This is an optimization exercise on Yosys and OpenROAD, whose aim is small area and a short achievable clock period, not a production implementation.
Function was checked by simulation only, so behaviour that the tests miss may differ from the original.

`flow/run.sh`:
```
#!/bin/bash
# synth_recipe.tcl (not shown) runs the flow's synth.tcl, then flattens the netlist and writes it again
# the make line also repeats each setting of config.mk as NAME=value (left out here)
make -C /OpenROAD-flow-scripts/flow DESIGN_CONFIG=/design/flow/config.mk WORK_HOME=/design/flow/orfs CLKGATE_MAP_FILE= SYNTH_SCRIPT=/design/flow/synth_recipe.tcl finish
```
`flow/config.mk`:
```
export PLATFORM = sky130hd
export DESIGN_NAME = PE_array
export DESIGN_NICKNAME = PE_array
export VERILOG_FILES = /design/flow/design.v
export SDC_FILE = /design/flow/constraint.sdc
export NUM_CORES = 4
export LEC_CHECK = 0
export CAP_MARGIN = 20
export CORE_MARGIN = 2
export CORE_UTILIZATION = 40
export PLACE_DENSITY = 0.6
export SETUP_SLACK_MARGIN = 1.5
export SLEW_MARGIN = 20
export SYNTH_HIERARCHICAL = 1
export SYNTH_MINIMUM_KEEP_SIZE = 0
```
`flow/constraint.sdc`:
```
create_clock -name core_clock -period 6.5 [get_ports {clk}]
set_input_delay 1.3000 -clock core_clock [delete_from_list [all_inputs] [get_ports {clk}]]
set_output_delay 1.3000 -clock core_clock [all_outputs]
set_load 0.01 [all_outputs]
```
`flow/design.v`:
```
module PE (
	input              clk          ,
	input              rst_n        ,
	input              reset_pe     ,
	input              write_out_en ,
	input      [15:0]  top_in       ,
	input      [15:0]  left_in      ,
	input      [15:0]  mac_in       ,
	output reg [15:0]  bottom_out   ,
	output reg [15:0]  right_out    ,
	output reg [15:0]  mac_out
);
	wire [15:0] pp0 = ~({16{left_in[0]}} & top_in[15:0]);
	wire [14:0] pp1 = ~({15{left_in[1]}} & top_in[14:0]);
	wire [13:0] pp2 = ~({14{left_in[2]}} & top_in[13:0]);
	wire [12:0] pp3 = ~({13{left_in[3]}} & top_in[12:0]);
	wire [11:0] pp4 = ~({12{left_in[4]}} & top_in[11:0]);
	wire [10:0] pp5 = ~({11{left_in[5]}} & top_in[10:0]);
	wire [9:0] pp6 = ~({10{left_in[6]}} & top_in[9:0]);
	wire [8:0] pp7 = ~({9{left_in[7]}} & top_in[8:0]);
	wire [7:0] pp8 = ~({8{left_in[8]}} & top_in[7:0]);
	wire [6:0] pp9 = ~({7{left_in[9]}} & top_in[6:0]);
	wire [5:0] pp10 = ~({6{left_in[10]}} & top_in[5:0]);
	wire [4:0] pp11 = ~({5{left_in[11]}} & top_in[4:0]);
	wire [3:0] pp12 = ~({4{left_in[12]}} & top_in[3:0]);
	wire [2:0] pp13 = ~({3{left_in[13]}} & top_in[2:0]);
	wire [1:0] pp14 = ~({2{left_in[14]}} & top_in[1:0]);
	wire [0:0] pp15 = ~({1{left_in[15]}} & top_in[0:0]);
	reg  [15:0] acc ;
	wire [15:0] acc_n = ~acc ;
	wire n0, n1;
	FA u_n0 (.a(acc_n[0]), .b(pp0[0]), .c(1'b1), .s(n0), .co(n1));
	wire n2, n3;
	FA u_n2 (.a(acc_n[1]), .b(pp0[1]), .c(pp1[0]), .s(n2), .co(n3));
	wire n4, n5;
	FA u_n4 (.a(n1), .b(n2), .c(1'b1), .s(n4), .co(n5));
	wire n6, n7;
	FA u_n6 (.a(acc_n[2]), .b(pp0[2]), .c(pp1[1]), .s(n6), .co(n7));
	wire n8, n9;
	FA u_n8 (.a(pp2[0]), .b(n3), .c(n6), .s(n8), .co(n9));
	wire n10, n11;
	FA u_n10 (.a(n5), .b(n8), .c(1'b1), .s(n10), .co(n11));
	wire n12, n13;
	FA u_n12 (.a(acc_n[3]), .b(pp0[3]), .c(pp1[2]), .s(n12), .co(n13));
	wire n14, n15;
	FA u_n14 (.a(pp2[1]), .b(pp3[0]), .c(n7), .s(n14), .co(n15));
	wire n16, n17;
	FA u_n16 (.a(n12), .b(n14), .c(n9), .s(n16), .co(n17));
	wire n18, n19;
	FA u_n18 (.a(n11), .b(n16), .c(1'b1), .s(n18), .co(n19));
	wire n20, n21;
	FA u_n20 (.a(acc_n[4]), .b(pp0[4]), .c(pp1[3]), .s(n20), .co(n21));
	wire n22, n23;
	FA u_n22 (.a(pp2[2]), .b(pp3[1]), .c(pp4[0]), .s(n22), .co(n23));
	wire n24, n25;
	FA u_n24 (.a(n13), .b(n20), .c(n22), .s(n24), .co(n25));
	wire n26, n27;
	FA u_n26 (.a(n15), .b(n24), .c(n17), .s(n26), .co(n27));
	wire n28, n29;
	FA u_n28 (.a(n19), .b(n26), .c(1'b1), .s(n28), .co(n29));
	wire n30, n31;
	FA u_n30 (.a(acc_n[5]), .b(pp0[5]), .c(pp1[4]), .s(n30), .co(n31));
	wire n32, n33;
	FA u_n32 (.a(pp2[3]), .b(pp3[2]), .c(pp4[1]), .s(n32), .co(n33));
	wire n34, n35;
	FA u_n34 (.a(pp5[0]), .b(n21), .c(n23), .s(n34), .co(n35));
	wire n36, n37;
	FA u_n36 (.a(n30), .b(n32), .c(n25), .s(n36), .co(n37));
	wire n38, n39;
	FA u_n38 (.a(n34), .b(n36), .c(n27), .s(n38), .co(n39));
	wire n40, n41;
	FA u_n40 (.a(n29), .b(n38), .c(1'b1), .s(n40), .co(n41));
	wire n42, n43;
	FA u_n42 (.a(acc_n[6]), .b(pp0[6]), .c(pp1[5]), .s(n42), .co(n43));
	wire n44, n45;
	FA u_n44 (.a(pp2[4]), .b(pp3[3]), .c(pp4[2]), .s(n44), .co(n45));
	wire n46, n47;
	FA u_n46 (.a(pp5[1]), .b(pp6[0]), .c(n31), .s(n46), .co(n47));
	wire n48, n49;
	FA u_n48 (.a(n33), .b(n42), .c(n44), .s(n48), .co(n49));
	wire n50, n51;
	FA u_n50 (.a(n35), .b(n46), .c(n48), .s(n50), .co(n51));
	wire n52, n53;
	FA u_n52 (.a(n37), .b(n50), .c(n39), .s(n52), .co(n53));
	wire n54, n55;
	FA u_n54 (.a(acc_n[7]), .b(pp0[7]), .c(pp1[6]), .s(n54), .co(n55));
	wire n56, n57;
	FA u_n56 (.a(pp2[5]), .b(pp3[4]), .c(pp4[3]), .s(n56), .co(n57));
	wire n58, n59;
	FA u_n58 (.a(pp5[2]), .b(pp6[1]), .c(pp7[0]), .s(n58), .co(n59));
	wire n60, n61;
	FA u_n60 (.a(n43), .b(n45), .c(n54), .s(n60), .co(n61));
	wire n62, n63;
	FA u_n62 (.a(n56), .b(n58), .c(n47), .s(n62), .co(n63));
	wire n64, n65;
	FA u_n64 (.a(n49), .b(n60), .c(n62), .s(n64), .co(n65));
	wire n66, n67;
	FA u_n66 (.a(n51), .b(n64), .c(1'b1), .s(n66), .co(n67));
	wire n68, n69;
	FA u_n68 (.a(acc_n[8]), .b(pp0[8]), .c(pp1[7]), .s(n68), .co(n69));
	wire n70, n71;
	FA u_n70 (.a(pp2[6]), .b(pp3[5]), .c(pp4[4]), .s(n70), .co(n71));
	wire n72, n73;
	FA u_n72 (.a(pp5[3]), .b(pp6[2]), .c(pp7[1]), .s(n72), .co(n73));
	wire n74, n75;
	FA u_n74 (.a(pp8[0]), .b(n55), .c(n57), .s(n74), .co(n75));
	wire n76, n77;
	FA u_n76 (.a(n59), .b(n68), .c(n70), .s(n76), .co(n77));
	wire n78, n79;
	FA u_n78 (.a(n72), .b(n61), .c(n74), .s(n78), .co(n79));
	wire n80, n81;
	FA u_n80 (.a(n76), .b(n63), .c(n78), .s(n80), .co(n81));
	wire n82, n83;
	FA u_n82 (.a(n65), .b(n80), .c(1'b1), .s(n82), .co(n83));
	wire n84, n85;
	FA u_n84 (.a(acc_n[9]), .b(pp0[9]), .c(pp1[8]), .s(n84), .co(n85));
	wire n86, n87;
	FA u_n86 (.a(pp2[7]), .b(pp3[6]), .c(pp4[5]), .s(n86), .co(n87));
	wire n88, n89;
	FA u_n88 (.a(pp5[4]), .b(pp6[3]), .c(pp7[2]), .s(n88), .co(n89));
	wire n90, n91;
	FA u_n90 (.a(pp8[1]), .b(pp9[0]), .c(n69), .s(n90), .co(n91));
	wire n92, n93;
	FA u_n92 (.a(n71), .b(n73), .c(n84), .s(n92), .co(n93));
	wire n94, n95;
	FA u_n94 (.a(n86), .b(n88), .c(n75), .s(n94), .co(n95));
	wire n96, n97;
	FA u_n96 (.a(n77), .b(n90), .c(n92), .s(n96), .co(n97));
	wire n98, n99;
	FA u_n98 (.a(n79), .b(n94), .c(n96), .s(n98), .co(n99));
	wire n100, n101;
	FA u_n100 (.a(n81), .b(n98), .c(1'b1), .s(n100), .co(n101));
	wire n102, n103;
	FA u_n102 (.a(acc_n[10]), .b(pp0[10]), .c(pp10[0]), .s(n102), .co(n103));
	wire n104, n105;
	FA u_n104 (.a(pp1[9]), .b(pp2[8]), .c(pp3[7]), .s(n104), .co(n105));
	wire n106, n107;
	FA u_n106 (.a(pp4[6]), .b(pp5[5]), .c(pp6[4]), .s(n106), .co(n107));
	wire n108, n109;
	FA u_n108 (.a(pp7[3]), .b(pp8[2]), .c(pp9[1]), .s(n108), .co(n109));
	wire n110, n111;
	FA u_n110 (.a(n85), .b(n87), .c(n89), .s(n110), .co(n111));
	wire n112, n113;
	FA u_n112 (.a(n102), .b(n104), .c(n106), .s(n112), .co(n113));
	wire n114, n115;
	FA u_n114 (.a(n108), .b(n91), .c(n110), .s(n114), .co(n115));
	wire n116, n117;
	FA u_n116 (.a(n93), .b(n112), .c(n95), .s(n116), .co(n117));
	wire n118, n119;
	FA u_n118 (.a(n114), .b(n97), .c(n116), .s(n118), .co(n119));
	wire n120, n121;
	FA u_n120 (.a(n99), .b(n101), .c(1'b1), .s(n120), .co(n121));
	wire n122, n123;
	FA u_n122 (.a(acc_n[11]), .b(pp0[11]), .c(pp10[1]), .s(n122), .co(n123));
	wire n124, n125;
	FA u_n124 (.a(pp11[0]), .b(pp1[10]), .c(pp2[9]), .s(n124), .co(n125));
	wire n126, n127;
	FA u_n126 (.a(pp3[8]), .b(pp4[7]), .c(pp5[6]), .s(n126), .co(n127));
	wire n128, n129;
	FA u_n128 (.a(pp6[5]), .b(pp7[4]), .c(pp8[3]), .s(n128), .co(n129));
	wire n130, n131;
	FA u_n130 (.a(pp9[2]), .b(n103), .c(n105), .s(n130), .co(n131));
	wire n132, n133;
	FA u_n132 (.a(n107), .b(n109), .c(n122), .s(n132), .co(n133));
	wire n134, n135;
	FA u_n134 (.a(n124), .b(n126), .c(n128), .s(n134), .co(n135));
	wire n136, n137;
	FA u_n136 (.a(n111), .b(n113), .c(n130), .s(n136), .co(n137));
	wire n138, n139;
	FA u_n138 (.a(n132), .b(n134), .c(n115), .s(n138), .co(n139));
	wire n140, n141;
	FA u_n140 (.a(n136), .b(n117), .c(n138), .s(n140), .co(n141));
	wire n142, n143;
	FA u_n142 (.a(n119), .b(n140), .c(1'b1), .s(n142), .co(n143));
	wire n144, n145;
	FA u_n144 (.a(acc_n[12]), .b(pp0[12]), .c(pp10[2]), .s(n144), .co(n145));
	wire n146, n147;
	FA u_n146 (.a(pp11[1]), .b(pp12[0]), .c(pp1[11]), .s(n146), .co(n147));
	wire n148, n149;
	FA u_n148 (.a(pp2[10]), .b(pp3[9]), .c(pp4[8]), .s(n148), .co(n149));
	wire n150, n151;
	FA u_n150 (.a(pp5[7]), .b(pp6[6]), .c(pp7[5]), .s(n150), .co(n151));
	wire n152, n153;
	FA u_n152 (.a(pp8[4]), .b(pp9[3]), .c(n123), .s(n152), .co(n153));
	wire n154, n155;
	FA u_n154 (.a(n125), .b(n127), .c(n129), .s(n154), .co(n155));
	wire n156, n157;
	FA u_n156 (.a(n144), .b(n146), .c(n148), .s(n156), .co(n157));
	wire n158, n159;
	FA u_n158 (.a(n150), .b(n131), .c(n133), .s(n158), .co(n159));
	wire n160, n161;
	FA u_n160 (.a(n135), .b(n152), .c(n154), .s(n160), .co(n161));
	wire n162, n163;
	FA u_n162 (.a(n156), .b(n137), .c(n158), .s(n162), .co(n163));
	wire n164, n165;
	FA u_n164 (.a(n160), .b(n139), .c(n162), .s(n164), .co(n165));
	wire n166, n167;
	FA u_n166 (.a(n141), .b(n164), .c(1'b1), .s(n166), .co(n167));
	wire n168, n169;
	FA u_n168 (.a(acc_n[13]), .b(pp0[13]), .c(pp10[3]), .s(n168), .co(n169));
	wire n170, n171;
	FA u_n170 (.a(pp11[2]), .b(pp12[1]), .c(pp13[0]), .s(n170), .co(n171));
	wire n172, n173;
	FA u_n172 (.a(pp1[12]), .b(pp2[11]), .c(pp3[10]), .s(n172), .co(n173));
	wire n174, n175;
	FA u_n174 (.a(pp4[9]), .b(pp5[8]), .c(pp6[7]), .s(n174), .co(n175));
	wire n176, n177;
	FA u_n176 (.a(pp7[6]), .b(pp8[5]), .c(pp9[4]), .s(n176), .co(n177));
	wire n178, n179;
	FA u_n178 (.a(n145), .b(n147), .c(n149), .s(n178), .co(n179));
	wire n180, n181;
	FA u_n180 (.a(n151), .b(n168), .c(n170), .s(n180), .co(n181));
	wire n182, n183;
	FA u_n182 (.a(n172), .b(n174), .c(n176), .s(n182), .co(n183));
	wire n184, n185;
	FA u_n184 (.a(n153), .b(n155), .c(n157), .s(n184), .co(n185));
	wire n186, n187;
	FA u_n186 (.a(n178), .b(n180), .c(n182), .s(n186), .co(n187));
	wire n188, n189;
	FA u_n188 (.a(n159), .b(n161), .c(n184), .s(n188), .co(n189));
	wire n190, n191;
	FA u_n190 (.a(n186), .b(n163), .c(n188), .s(n190), .co(n191));
	wire n192, n193;
	FA u_n192 (.a(n165), .b(n190), .c(1'b1), .s(n192), .co(n193));
	wire n194, n195;
	FA u_n194 (.a(acc_n[14]), .b(pp0[14]), .c(pp10[4]), .s(n194), .co(n195));
	wire n196, n197;
	FA u_n196 (.a(pp11[3]), .b(pp12[2]), .c(pp13[1]), .s(n196), .co(n197));
	wire n198, n199;
	FA u_n198 (.a(pp14[0]), .b(pp1[13]), .c(pp2[12]), .s(n198), .co(n199));
	wire n200, n201;
	FA u_n200 (.a(pp3[11]), .b(pp4[10]), .c(pp5[9]), .s(n200), .co(n201));
	wire n202, n203;
	FA u_n202 (.a(pp6[8]), .b(pp7[7]), .c(pp8[6]), .s(n202), .co(n203));
	wire n204, n205;
	FA u_n204 (.a(pp9[5]), .b(n169), .c(n171), .s(n204), .co(n205));
	wire n206, n207;
	FA u_n206 (.a(n173), .b(n175), .c(n177), .s(n206), .co(n207));
	wire n208, n209;
	FA u_n208 (.a(n194), .b(n196), .c(n198), .s(n208), .co(n209));
	wire n210, n211;
	FA u_n210 (.a(n200), .b(n202), .c(n179), .s(n210), .co(n211));
	wire n212, n213;
	FA u_n212 (.a(n181), .b(n183), .c(n204), .s(n212), .co(n213));
	wire n214, n215;
	FA u_n214 (.a(n206), .b(n208), .c(n185), .s(n214), .co(n215));
	wire n216, n217;
	FA u_n216 (.a(n210), .b(n187), .c(n212), .s(n216), .co(n217));
	wire n218, n219;
	FA u_n218 (.a(n189), .b(n214), .c(n216), .s(n218), .co(n219));
	wire n220, n221;
	FA u_n220 (.a(n191), .b(n218), .c(1'b1), .s(n220), .co(n221));
	wire n222 = ~(acc_n[15] ^ pp0[15] ^ pp10[5] ^ pp11[4] ^ pp12[3] ^ pp13[2] ^ pp14[1] ^ pp15[0] ^ pp1[14] ^ pp2[13] ^ pp3[12] ^ pp4[11] ^ pp5[10] ^ pp6[9] ^ pp7[8] ^ pp8[7] ^ pp9[6] ^ n195 ^ n197 ^ n199 ^ n201 ^ n203 ^ n205 ^ n207 ^ n209 ^ n211 ^ n213 ^ n215 ^ n217 ^ n219);
	wire [15:0] ra = {n221, n193, n167, n143, n121, n118, n83, n67, n66, n41, n40, n28, n18, n10, n4, n0};
	wire [15:0] rb = {n222, n220, n192, n166, n142, n120, n100, n82, n53, n52, 1'b1, 1'b1, 1'b1, 1'b1, 1'b1, 1'b1};
	wire [15:0] nxt;
	assign nxt[5:0] = ~ra[5:0];
	assign nxt[15:6] = ~(ra[15:6] + rb[15:6] + 1'b1);
	always @(posedge clk or negedge rst_n) begin
		if (!rst_n) begin
			acc        <= 16'd0 ;
			bottom_out <= 16'd0 ;
			right_out  <= 16'd0 ;
			mac_out    <= 16'd0 ;
		end
		else begin
			acc        <= reset_pe ? 16'd0 : nxt ;
			bottom_out <= top_in ;
			right_out  <= left_in ;
			mac_out    <= write_out_en ? mac_in : acc ;
		end
	end
endmodule
module FA (input a, input b, input c, output s, output co);
	assign s  = a ^ b ^ c ;
	assign co = (a & b) | (a & c) | (b & c) ;
endmodule
module BS (input a1, input a0, input one, input two, input neg, output y);
	assign y = ((one & a1) | (two & a0)) ^ neg ;
endmodule
module HA (input a, input b, output s, output co);
	assign s  = a ^ b ;
	assign co = a & b ;
endmodule
module PE_array #(
    parameter DATA_WIDTH    = 16 ,
    parameter SYSTOLIC_SIZE = 4
) (
    input                                       clk          ,
    input                                       rst_n        ,
    input                                       reset_pe     ,
    input                                       write_out_en ,
    input  [SYSTOLIC_SIZE * DATA_WIDTH - 1 : 0] wgt_in       ,
    input  [SYSTOLIC_SIZE * DATA_WIDTH - 1 : 0] ifm_in       ,
    output [SYSTOLIC_SIZE * DATA_WIDTH - 1 : 0] ofm_out
);
    wire [15:0] dn  [0:3][0:3] ;
    wire [15:0] rt  [0:3][0:3] ;
    wire [15:0] mo  [0:3][0:3] ;
    PE pe_0_0 (
        .clk (clk), .rst_n (rst_n), .reset_pe (reset_pe), .write_out_en (write_out_en),
        .top_in (wgt_in[15:0]), .left_in (ifm_in[15:0]), .mac_in (mo[0][1]),
        .bottom_out (dn[0][0]), .right_out (rt[0][0]), .mac_out (mo[0][0])
    );
    PE pe_0_1 (
        .clk (clk), .rst_n (rst_n), .reset_pe (reset_pe), .write_out_en (write_out_en),
        .top_in (wgt_in[31:16]), .left_in (rt[0][0]), .mac_in (mo[0][2]),
        .bottom_out (dn[0][1]), .right_out (rt[0][1]), .mac_out (mo[0][1])
    );
    PE pe_0_2 (
        .clk (clk), .rst_n (rst_n), .reset_pe (reset_pe), .write_out_en (write_out_en),
        .top_in (wgt_in[47:32]), .left_in (rt[0][1]), .mac_in (mo[0][3]),
        .bottom_out (dn[0][2]), .right_out (rt[0][2]), .mac_out (mo[0][2])
    );
    PE pe_0_3 (
        .clk (clk), .rst_n (rst_n), .reset_pe (reset_pe), .write_out_en (write_out_en),
        .top_in (wgt_in[63:48]), .left_in (rt[0][2]), .mac_in (16'd0),
        .bottom_out (dn[0][3]), .right_out (rt[0][3]), .mac_out (mo[0][3])
    );
    PE pe_1_0 (
        .clk (clk), .rst_n (rst_n), .reset_pe (reset_pe), .write_out_en (write_out_en),
        .top_in (dn[0][0]), .left_in (ifm_in[31:16]), .mac_in (mo[1][1]),
        .bottom_out (dn[1][0]), .right_out (rt[1][0]), .mac_out (mo[1][0])
    );
    PE pe_1_1 (
        .clk (clk), .rst_n (rst_n), .reset_pe (reset_pe), .write_out_en (write_out_en),
        .top_in (dn[0][1]), .left_in (rt[1][0]), .mac_in (mo[1][2]),
        .bottom_out (dn[1][1]), .right_out (rt[1][1]), .mac_out (mo[1][1])
    );
    PE pe_1_2 (
        .clk (clk), .rst_n (rst_n), .reset_pe (reset_pe), .write_out_en (write_out_en),
        .top_in (dn[0][2]), .left_in (rt[1][1]), .mac_in (mo[1][3]),
        .bottom_out (dn[1][2]), .right_out (rt[1][2]), .mac_out (mo[1][2])
    );
    PE pe_1_3 (
        .clk (clk), .rst_n (rst_n), .reset_pe (reset_pe), .write_out_en (write_out_en),
        .top_in (dn[0][3]), .left_in (rt[1][2]), .mac_in (16'd0),
        .bottom_out (dn[1][3]), .right_out (rt[1][3]), .mac_out (mo[1][3])
    );
    PE pe_2_0 (
        .clk (clk), .rst_n (rst_n), .reset_pe (reset_pe), .write_out_en (write_out_en),
        .top_in (dn[1][0]), .left_in (ifm_in[47:32]), .mac_in (mo[2][1]),
        .bottom_out (dn[2][0]), .right_out (rt[2][0]), .mac_out (mo[2][0])
    );
    PE pe_2_1 (
        .clk (clk), .rst_n (rst_n), .reset_pe (reset_pe), .write_out_en (write_out_en),
        .top_in (dn[1][1]), .left_in (rt[2][0]), .mac_in (mo[2][2]),
        .bottom_out (dn[2][1]), .right_out (rt[2][1]), .mac_out (mo[2][1])
    );
    PE pe_2_2 (
        .clk (clk), .rst_n (rst_n), .reset_pe (reset_pe), .write_out_en (write_out_en),
        .top_in (dn[1][2]), .left_in (rt[2][1]), .mac_in (mo[2][3]),
        .bottom_out (dn[2][2]), .right_out (rt[2][2]), .mac_out (mo[2][2])
    );
    PE pe_2_3 (
        .clk (clk), .rst_n (rst_n), .reset_pe (reset_pe), .write_out_en (write_out_en),
        .top_in (dn[1][3]), .left_in (rt[2][2]), .mac_in (16'd0),
        .bottom_out (dn[2][3]), .right_out (rt[2][3]), .mac_out (mo[2][3])
    );
    PE pe_3_0 (
        .clk (clk), .rst_n (rst_n), .reset_pe (reset_pe), .write_out_en (write_out_en),
        .top_in (dn[2][0]), .left_in (ifm_in[63:48]), .mac_in (mo[3][1]),
        .bottom_out (dn[3][0]), .right_out (rt[3][0]), .mac_out (mo[3][0])
    );
    PE pe_3_1 (
        .clk (clk), .rst_n (rst_n), .reset_pe (reset_pe), .write_out_en (write_out_en),
        .top_in (dn[2][1]), .left_in (rt[3][0]), .mac_in (mo[3][2]),
        .bottom_out (dn[3][1]), .right_out (rt[3][1]), .mac_out (mo[3][1])
    );
    PE pe_3_2 (
        .clk (clk), .rst_n (rst_n), .reset_pe (reset_pe), .write_out_en (write_out_en),
        .top_in (dn[2][2]), .left_in (rt[3][1]), .mac_in (mo[3][3]),
        .bottom_out (dn[3][2]), .right_out (rt[3][2]), .mac_out (mo[3][2])
    );
    PE pe_3_3 (
        .clk (clk), .rst_n (rst_n), .reset_pe (reset_pe), .write_out_en (write_out_en),
        .top_in (dn[2][3]), .left_in (rt[3][2]), .mac_in (16'd0),
        .bottom_out (dn[3][3]), .right_out (rt[3][3]), .mac_out (mo[3][3])
    );
    assign ofm_out[15:0] = mo[0][0] ;
    assign ofm_out[31:16] = mo[1][0] ;
    assign ofm_out[47:32] = mo[2][0] ;
    assign ofm_out[63:48] = mo[3][0] ;
endmodule
```
==> flow_summary.ini <==
[global_route]
grt_overflow_total = 0
grt_pass1_wl_um = 372000
grt_max_degree = 173
grt.total_usage = 0.232
grt_pass1_vias = 63900
antenna_found_initial = 4

[critical_path]
crit_slowest_cell = fa_1
cp_top_family = adder cells
r2r_slack_ps = 1420
cp.arrival_ps = 5750
critPathMaxStageDelay_ps = 620
worstPathRequired_ps = 7080
start_kind = input port
cp_num_buf_inv = 1
path_cells = clkdlybuf4s50_1 > nand2_1 > fa_1 > fa_1 > fa_1 > fa_1 > fa_2 > xnor2_2 > xnor2_1 > xnor2_1 > xnor2_2 > xnor2_1 > xnor2_1 > nor2_1
cp-end-kind = flop
path_class = input port to flop
cp_max_fo = 3

[timing]
layout_setup_ws_ps = 1340
finalHoldViolCount = 0
tns_ps = 0
fin_skew_ps = 36.8
maxSlewHeadroom = 0.237
rsz0062_at_grt = yes
fmax_mhz = 194
fin_crit_ps = 5160
finalSetupViolCount = 0
worst_pin_slew_ps = 1140
timing.final.crit_share = 0.794
final_max_slew_viol_count = 0

[cts]
cts.htree.levels = 3
clk_path_buf_depth = 3
clk_pin_slew_worst_paths_ps = 70
root_buffer = clkbuf_16
cts_tree = done
ctsHoldBuffers = 0
clk_latency_ps = 760
cts_sinks = 896
numCtsBuffers = 101

[floorplanning]
io_pins = 196
die_area_mm2 = 0.208
core_area_mm2 = 0.204
num_rows = 166
start_util = 0.401
die_y_um = 456
die_w_um = 456

[placed_design]
io_buffers = 195
dp_slack_ps = -52.7
place_hpwl_um = 178000
globalplace.congestion = 0.928
dp_cells = 10500

[drt]
wl_met3_um = 15100
first_pass_iters = 6
drc = 0
m1WireLength_um = 92800
routed.top_layer = met5
finalWirelength_um = 238000
vias_per_cell = 5.16
drt_iter0_drc = 4231
wire_per_inst_um = 21.5
vias = 56900
final_antenna_net_count = 0
wl_met2_um = 118000

[layout]
fin_nets = 10300
n_fill_cell = 18400
multiInputGateArea_mm2 = 0.0610
drive_gt1_frac = 0.229
fin_cells = 11000
syn_to_final_growth_pct = 21.9
regArea_mm2 = 0.0227

[hold_path]
holdCritPathClass = flop to flop

[synth]
avgSynthCellArea_um2 = 11.0
yosys_warnings = 8
syn_area_mm2 = 0.0818
syn_inst = 7425

[outcome]
status = complete, no violations

[flow_run]
cap_violations = 0
## timing repair
item                                     CTS  global route
endpoints found under the setup margin    87            59
pin swaps                                306           420
gates cloned                               9             0
resized for setup                       1017           425
buffers inserted                         222           148
## metrics by stage
| step | instance area [um2] | hold WS [ps] | util |
|---|---|---|---|
| 4_1_cts | 97200 | 456 | 0.477 |
| 3_5_place_dp | 90000 | 444 | 0.441 |
| 5_1_grt | 99700 | 458 | 0.489 |
| 6_report | 99700 | 452 | 0.489 |
| 2_1_floorplan | 84300 | 349 | - |
| 3_3_place_gp | 90000 | 439 | 0.441 |
## final timing paths
path                                          start                   end  depth (start not counted)
worst max-delay path                     wgt_in[46]        pe_0_2.acc[15]                         14
worst min-delay path             pe_0_1.mac_out[12]    pe_0_0.mac_out[12]                          2
worst max register to register  pe_2_0.right_out[1]        pe_2_1.acc[15]                         15
worst min register to register   pe_0_1.mac_out[12]    pe_0_0.mac_out[12]                          2
max in group asynchronous                     rst_n  pe_2_0.bottom_out[3]                          2
min in group asynchronous                     rst_n        pe_2_3.acc[13]                          1
## cell type report
| cell class | instances | share of cell area |
|---|---|---|
| Clock buffer | 124 | 0.0279 |
| Inverter | 304 | 0.0114 |
| Timing Repair Buffer | 833 | 0.0796 |
| Tap cell | 2688 | 0.0337 |
| Sequential cell | 896 | 0.227 |
| Clock inverter | 65 | 0.00823 |
| Antenna cell | 2 | 0.0000502 |
| Multi-Input combinational cell | 6112 | 0.612 |
## placed cells by master (no fill, tap or decap), drive strengths merged, types with 78 or more instances in the layout
cell           instances
buf                  698
clkbuf               142
clkdlybuf4s50         78
conb                 288
dfrtp                896
fa                  1792
ha                   144
inv                  317
nand2               2432
nor2                 304
o21ai                256
xnor2                432
xor2                 176
## worst reg2reg max path, stage by stage, from the launching register on
cell and delay (ps):
dfrtp_2 440, buf_6 190, nand2_1 100, fa_1 520, fa_1 440, fa_1 510, fa_1 450, fa_2 380
fa_1 510, ha_4 330, o2111ai_2 160, and4_4 230, o31ai_4 320, xnor2_2 160, xnor2_1 140, nor2_1 60
## per-layer routing
metal	global-route usage	vias up
li1	-	23800
met4	0.0970	10
met2	0.389	2469
met1	0.302	30000
met5	0	-
met3	0.0363	636

## afterwards: timing with drivers on the ports
The results above use ideal ports. As a check the final layout listed here was re-extracted and re-timed, cells and wires unchanged. Step 1 sets driving cells, clkbuf_16 on the clock port and buf_2 on the other inputs (assumed; they add their load-dependent delay and slew). Step 2 also shifts input and output timing later by t, the mid clock arrival at the registers, as if the neighbouring blocks saw the same clock. a / b / c = ideal ports / drivers / drivers and shift; a / b = the first two.
t (ns): 0.825
slack for setup (ns): 1.338 / 1.390 / 0.566
worst hold slack (ns): 0.452 / 0.452 / 0.452
After both steps this run still meets setup and hold. The setup slack of this run moves by +0.052 ns with the drivers and by -0.772 ns with both steps.
